This is an optimization exercise on Yosys and OpenROAD, whose aim is small area, a short achievable clock period and few clock cycles, not a production implementation. Only simulation tests tie the RTL to the original design; equivalence was not proved. Power figures rest on the tool's default switching activity, not on a simulated workload.

## run 1
Design tiny_riscv_processor, start of the top module:
module tiny_riscv_processor(
    input wire i_Clk,
    input wire i_Rst_N,
    output wire [31:0] o_mem_addr,
    input wire [31:0] i_mem_data,
    output wire o_read_strobe,
    output wire [31:0] o_mem_write_data,
    output wire [3:0]  o_mem_write_mask
);
    function [31:0] rev(input [31:0] in);
        integer k;
        begin
            for (k = 0; k < 32; k = k + 1) rev[k] = in[31-k];
        end
    endfunction
    reg [29:0] pc_f;         
    reg        a_v;          
    wire [29:0] pc_d = pc_f - 30'd1;
    reg        e_v;
    reg [31:0] e_a, e_b, e_t;
    reg [4:0]  e_rd;
    reg        e_wen;        
    reg        e_ldw;        
    reg        e_ld, e_st, e_br, e_jalr, e_pred;
    reg [2:0]  e_f3;
    reg        e_sub, e_sra;
    reg [8:0]  e_sel;        
    reg        m_ld, m_st;
    reg [29:0] m_addr;
    reg [31:0] m_wdata;
    reg [3:0]  m_mask;
    reg [4:0]  m_rd;
    reg        m_wen;
    reg [2:0]  m_f3;
    reg [1:0]  m_lo;
    reg        w_v;
    reg [4:0]  w_rd;
    reg [2:0]  w_f3;
    reg [1:0]  w_lo;
    reg        l_v;
    reg [4:0]  l_rd;
    reg [31:0] l_val;
    reg [31:0] rf [1:31];
    wire m_busy = m_ld | m_st;
    assign o_mem_addr       = {m_busy ? m_addr : pc_f, 2'b00};
    assign o_read_strobe    = ~m_st;
    assign o_mem_write_data = m_wdata;
    assign o_mem_write_mask = m_mask;
    wire [31:0] w_sh = i_mem_data >> {w_lo, 3'b000};
    reg  [31:0] w_data;
    always @(*) begin
        case (w_f3[1:0])
            2'b00:   w_data = {{24{w_sh[7]  & ~w_f3[2]}}, w_sh[7:0]};
            2'b01:   w_data = {{16{w_sh[15] & ~w_f3[2]}}, w_sh[15:0]};
  ...
export LEC_CHECK = 0
export ABC_CLOCK_PERIOD_IN_PS = 4000
export CAP_MARGIN = 20
export CORE_MARGIN = 2
export CORE_UTILIZATION = 35
export SETUP_SLACK_MARGIN = 5
export SLEW_MARGIN = 20
export SYNTH_HIERARCHICAL = 1
create_clock -name core_clock -period 10.0 [get_ports {i_Clk}]
standard.sh (not shown) runs the stock make flow with config.mk's settings and CLKGATE_MAP_FILE= SYNTH_SCRIPT=/design/flow/synth_recipe.tcl, a recipe that flattens the netlist after the stock synthesis.
==> flow/flow/run.sh <==
#!/bin/bash
set -o pipefail
bash standard.sh \
  "BUFFER_PORTS_ARGS=-buffer_cell sky130_fd_sc_hd__buf_4" \
  "CTS_ARGS=-sink_clustering_enable -repair_clock_nets -dont_use_dummy_load" \
  finish > flow_make.log 2>&1
Testbench counts of run 1, summed over its fixed seeds: cycles 32,418.
### run 1 -> run 2
# run 1
export LEC_CHECK = 0
export ABC_CLOCK_PERIOD_IN_PS = 4000
export CAP_MARGIN = 20
export CORE_MARGIN = 2
export CORE_UTILIZATION = 35
export SETUP_SLACK_MARGIN = 5
export SLEW_MARGIN = 20
export SYNTH_HIERARCHICAL = 1
create_clock -name core_clock -period 10.0 [get_ports {i_Clk}]
# run 2
export LEC_CHECK = 0
export ABC_CLOCK_PERIOD_IN_PS = 4000
export CAP_MARGIN = 20
export CORE_MARGIN = 2
export CORE_UTILIZATION = 45
export SETUP_SLACK_MARGIN = 5
export SLEW_MARGIN = 20
export SYNTH_HIERARCHICAL = 1
create_clock -name core_clock -period 10.0 [get_ports {i_Clk}]
==> comparison <==
- Across run 2 and run 1, the outcome is the same: a clean finish for every run.
- Routed via count down 528 in run 2 wrt run 1
- Between run 2 and run 1, the post-route clock period utilization is higher for run 1.
- The final hold slack of run 2 was inferior to that of run 1.
- Compared with run 1, in run 2 critical path buffer and inverter count +2; share of total power in combinational logic -0.5 points.
Relative to run 2, the following input files were edited for run 3:
# run 2
export LEC_CHECK = 0
export ABC_CLOCK_PERIOD_IN_PS = 4000
export CAP_MARGIN = 20
export CORE_MARGIN = 2
export CORE_UTILIZATION = 45
export SETUP_SLACK_MARGIN = 5
export SLEW_MARGIN = 20
export SYNTH_HIERARCHICAL = 1
create_clock -name core_clock -period 10.0 [get_ports {i_Clk}]
# run 3
export LEC_CHECK = 0
export ABC_CLOCK_PERIOD_IN_PS = 4000
export CAP_MARGIN = 20
export CORE_MARGIN = 2
export CORE_UTILIZATION = 35
export SETUP_SLACK_MARGIN = 5
export SLEW_MARGIN = 20
export SYNTH_HIERARCHICAL = 1
create_clock -name core_clock -period 10.0 [get_ports {i_Clk}]
==> flow/run.sh (new file) <==
#!/bin/bash
# synth_recipe.tcl (not shown) runs the flow's synth.tcl, then flattens the netlist and writes it again
# the make line also repeats each setting of config.mk as NAME=value (left out here)
make -C /OpenROAD-flow-scripts/flow DESIGN_CONFIG=/design/flow/config.mk WORK_HOME=/design/flow/orfs CLKGATE_MAP_FILE= SYNTH_SCRIPT=/design/flow/synth_recipe.tcl finish
removed: flow/flow/run.sh
removed: flow/standard.sh
- Cell area: run 2 and run 3 compared, lower one is run 2
- Run 3 ended up with e_t[16]$_DFF_P_ as its critical path capture point; run 2 ended up with e_b[16]$_DFF_P_.
- Run 2 has lower wire length of the first global-routing pass than run 3.
- STATUS clock skew: run 3 wins against run 2
- Run 2 -> run 3: count of placed standard cells including taps increased by a few percent
- [run 3 vs run 2] wire length reported by the detailed router: higher in run 3
- Between run 2 and run 3, the number of DRC violations after detailed routing figures differ only marginally.
- Side by side, fraction of final layout cells with drive strength greater than 1 turned out lower in run 3 than in run 2.
- Per the comparison of run 3 with run 2, utilization after layout shows a reduction of 10 points, number of gates resized after cts shows an increase of 44.

what the ideal ports hide:
Ports are ideal in the flow. The routed layouts listed here were re-timed in OpenROAD.
Step 1 (the two cells are an assumption about what drives the block):
set clk [get_ports {i_Clk}]
set_driving_cell -lib_cell sky130_fd_sc_hd__clkbuf_16 $clk
set_driving_cell -lib_cell sky130_fd_sc_hd__buf_2 [delete_from_list [all_inputs] $clk]
Step 2 times the ports against the registers' clock, not the clock port: input delays grow and output delays shrink by t, the midpoint of the rising clock arrivals with the driver on.
Three values: ideal ports, drivers, drivers and shift; two values: the first two.
| run | shift t [ns] | setup slack, ns | hold slack, ns |
|---|---|---|---|
| run 1 | 0.845 | 4.812 / 4.776 / 3.931 | 0.337 / 0.337 / 0.337 |
| run 2 | 0.838 | 4.865 / 4.812 / 3.974 | 0.330 / 0.330 / 0.330 |
| run 3 | 0.891 | 4.790 / 4.844 / 3.953 | 0.339 / 0.339 / 0.339 |
After both steps every run listed still meets setup and hold. For run 2, which loses most, drivers alone change the setup slack by -0.053 ns; drivers and shift together by -0.891 ns.
